From an optimization exercise on the open Yosys and OpenROAD flow, aimed at small area; shortcuts taken in it are not production practice.
RTL that was checked went through simulation tests only; none was proved equivalent to the original.
The clock port is modelled as an ideal driver, which makes a skipped or thinned clock tree look cheaper than it is; a real chip needs a root buffer or a tree.
Power is estimated from default activity; no workload was simulated.

Setup of 09-05:
==> flow/design.v (excerpt) <==
module top (
    input        clk,
    input        reset,
    input        button_start,
    input        button_clear,
    input        button_difficulity,
    input        button_hammer,
    input  [4:0] swith,
    output [4:0] LED,
    output [6:0] seg,
    output [3:0] digit_select
);
    wire start_p, clear_p, diff_p, hammer_p;
    wam_debounce u_db_start (.clk(clk), .reset(reset), .raw(button_start),       .pulse(start_p));
    wam_debounce u_db_clear (.clk(clk), .reset(reset), .raw(button_clear),       .pulse(clear_p));
    wam_debounce u_db_diff  (.clk(clk), .reset(reset), .raw(button_difficulity), .pulse(diff_p));
    wam_debounce u_db_ham   (.clk(clk), .reset(reset), .raw(button_hammer),      .pulse(hammer_p));
    reg [1:0] dl;
    always @(posedge clk or posedge reset) begin
        if (reset)       dl <= 2'd0;
        else if (diff_p) dl <= {dl[0], ~dl[1] & ~dl[0]};
    end
    reg  [9:0] R;
    wire [9:0] R_inc = R + 10'd1;
    wire       R_wrap = R[9] & R[8] & (&R[4:0]);
    always @(posedge clk or posedge reset) begin
        if (reset) R <= 10'd4;
        else       R <= R_wrap ? 10'd0 : R_inc;
    end
    wire       tick     = (R == 10'd203) || (R == 10'd603);
    wire [1:0] sel      = R[4:3];
    wire [1:0] sel_next = R_inc[4:3];
    localparam [1:0] S_IDLE = 2'd0, S_CD = 2'd1, S_PLAY = 2'd2, S_GO = 2'd3;
    reg [1:0] state, prev;
    reg [1:0] diff_reg;
    reg       clr_cd, clr_gt, clr_sc;
    reg [2:0] c5;           
    reg [1:0] rt;           
    reg [3:0] ro;           
    reg [7:0] score;
    wire en_cd   = (prev == S_CD);
    wire E       = (prev == S_PLAY);
    wire cd_done = (c5 == 3'd0);
    wire gt_done = (rt == 2'd0) && (ro == 4'd0);
    reg [1:0] nstate;
    always @(*) begin
        nstate = state;
        case (state)
            S_IDLE: if (start_p) nstate = S_CD;
            S_CD:   if (cd_done) nstate = S_PLAY;
  ...
Size: about 130 flip-flops, roughly 27 I/O pins, ~5400 µm² of cells after synthesis.
clock: 10.0 ns
lec_check: 0
cap_margin: 0
core_margin: 2
core_utilization: 70
cts_buf_list: sky130_fd_sc_hd__clkbuf_8
cts_cluster_size: 30
slew_margin: 0
standard.sh (not shown) runs the stock make flow with config.mk's settings and CLKGATE_MAP_FILE= SYNTH_SCRIPT=/design/flow/synth_recipe.tcl, a recipe that flattens the netlist after the stock synthesis.
==> flow/flow/run.sh <==
#!/bin/bash
set -euo pipefail
cd "$(dirname "$0")/.."
cp config.mk config_own.mk
cat >> config_own.mk <<'EOC'
export BUFFER_PORTS_ARGS = -buffer_cell sky130_fd_sc_hd__buf_1
export CTS_ARGS = -sink_clustering_enable -repair_clock_nets -buf_list sky130_fd_sc_hd__clkbuf_8 -dont_use_dummy_load
EOC
sed "s#DESIGN_CONFIG=[^ ]*#DESIGN_CONFIG=$PWD/config_own.mk#" standard.sh > standard_own.sh
bash standard_own.sh cts > flow_standard_to_cts.log 2>&1
RES=$(ls -d "$PWD"/orfs/results/*/top/base)
CTS_ODB=$RES/4_cts.odb MAX_LEAF_SINKS=14 openroad -no_init -exit flow/merge_cts.tcl > flow_merge_cts.log 2>&1
bash standard_own.sh > flow_standard_finish.log 2>&1
Other scripts of this flow, unchanged in this note and not shown: flow/flow/merge_cts.tcl
Here is what was changed in the inputs of 10-20 compared with 09-05.
--- a/flow/design.v
+++ b/flow/design.v
@@ -151,51 +151,52 @@
         case (rn)
             3'd0: rn_led = 5'b00001;
             3'd1: rn_led = 5'b00010;
             3'd2, 3'd5: rn_led = 5'b00100;
             3'd3, 3'd6: rn_led = 5'b01000;
             default: rn_led = 5'b10000;
         endcase
     end
     reg [4:0] mole_led;
-    reg [4:0] sw_prev, sed;
-    reg       hv, to;
+    reg [4:0] sed;
+    reg       sw_ref;    
+    reg       hv;
     reg [8:0] lo;
     reg [1:0] hi;
     wire has    = |mole_led;
     wire lo_end = (lo == 9'b110101000);    
-    wire lo_beg = (lo == 9'd0);
+    wire lo_hi0 = (lo[8:1] == 8'd0);
     reg  hi_lim;
     always @(*) begin
         case (diff_reg)
             2'd0:    hi_lim = (hi == 2'd3);
             2'd1:    hi_lim = (hi == 2'd2);
             default: hi_lim = (hi == 2'd1);
         endcase
     end
-    wire load = ~has | to;
-    wire trst = ~E | load;
+    wire at_lim = hi_lim & lo_hi0 & ~lo[0];
+    wire to     = hi_lim & lo_hi0 & lo[0];
+    wire load   = ~has | to;
+    wire trst   = ~E | (load & ~at_lim);
     wire [4:0] led_n = ~E ? 5'd0 : load ? rn_led : hv ? 5'd0 : mole_led;
     always @(posedge clk or posedge reset) begin
         if (reset) begin
             mole_led <= 5'd0;
-            sw_prev  <= 5'd0;
+            sw_ref   <= 1'b0;
             sed      <= 5'd0;
             hv       <= 1'b0;
-            to       <= 1'b0;
             lo       <= 9'd0;
             hi       <= 2'd0;
         end else begin
             mole_led <= led_n;
-            sw_prev  <= swith;
-            sed      <= (hammer_p | ~has) ? 5'd0 : sed | (mole_led & (swith ^ sw_prev));
+            sw_ref   <= |(led_n & swith);
+            sed      <= (hammer_p | ~has) ? 5'd0 : sed | (mole_led & {5{|(mole_led & swith) ^ sw_ref}});
             hv       <= hammer_p & |(sed & mole_led & led_n);
-            to       <= E & hi_lim & lo_beg;
             lo       <= (trst | lo_end) ? 9'd0 : {lo[7:0], ~(lo[8] ^ lo[4])};
             hi       <= trst ? 2'd0 : hi + {1'b0, lo_end};
         end
     end
     wire hit = E & ~has & ~clr_gt;
     wire [3:0] so = score[3:0];
     wire [3:0] st = score[7:4];
     wire o9  = so[3] & so[0];
     wire inc = hit & ~(o9 & st[3] & st[0]);
Findings:
Between 10-20 and 09-05, the delay of the slowest cell on the worst path does not differ in any meaningful way. Higher final cell area excluding filler cells among 10-20 and 09-05: 09-05. [10-20] area after synthesis fell about 2.5% relative to 09-05. Looking at final critical-path required period across both flows, 10-20 is the weaker of the two, with 09-05 ahead. Looking at power of the clock network, 10-20 sits below 09-05. 10-20 ended with less power after layout than 09-05. Worst setup slack after layout sits lower in 10-20 than in 09-05. Area growth from synthesis to layout was lower in 09-05 than in 10-20. Where static leakage power is concerned, 09-05 is outperformed by 10-20. The footprint of the multi-input gates of 09-05 and that of 10-20 are within noise of each other. On die span in x: between 10-20 and 09-05, it ends up lower for 10-20. The clock latency of the later-clocked register in the worst-skew pair was comparable across 10-20 and 09-05. On die area, 10-20 does better than 09-05.
The RTL of 10-20 was laid out without a check of its function.

what the ideal ports hide:
The results above use ideal ports. As a check the final layouts listed here were re-extracted and re-timed, cells and wires unchanged. Step 1, drivers: a clkbuf_16 drives clk and a buf_2 each remaining input, both assumed. Step 2, shift: input delay + t, output delay - t, t = (earliest + latest rising clock arrival at the registers) / 2. This alone moves slack from input paths to output paths. Three values: no drivers, after step 1, after step 2; two values: the first two.
run | shift t [ns] | setup WS [ns] | hold WS [ns] | slew at the worst register clock pin (ns) | cell pins on the clock port's net
09-05 | 0.401 | 6.536 / 6.501 / 6.629 | 0.332 / 0.332 / 0.332 | 0.09 / 0.09 | 1
10-20 | 0.410 | 6.514 / 6.481 / 6.593 | 0.352 / 0.352 / 0.352 | 0.09 / 0.09 | 1
After both steps setup and hold are still met in every run listed. The worst setup slack also covers recovery checks on asynchronous resets.
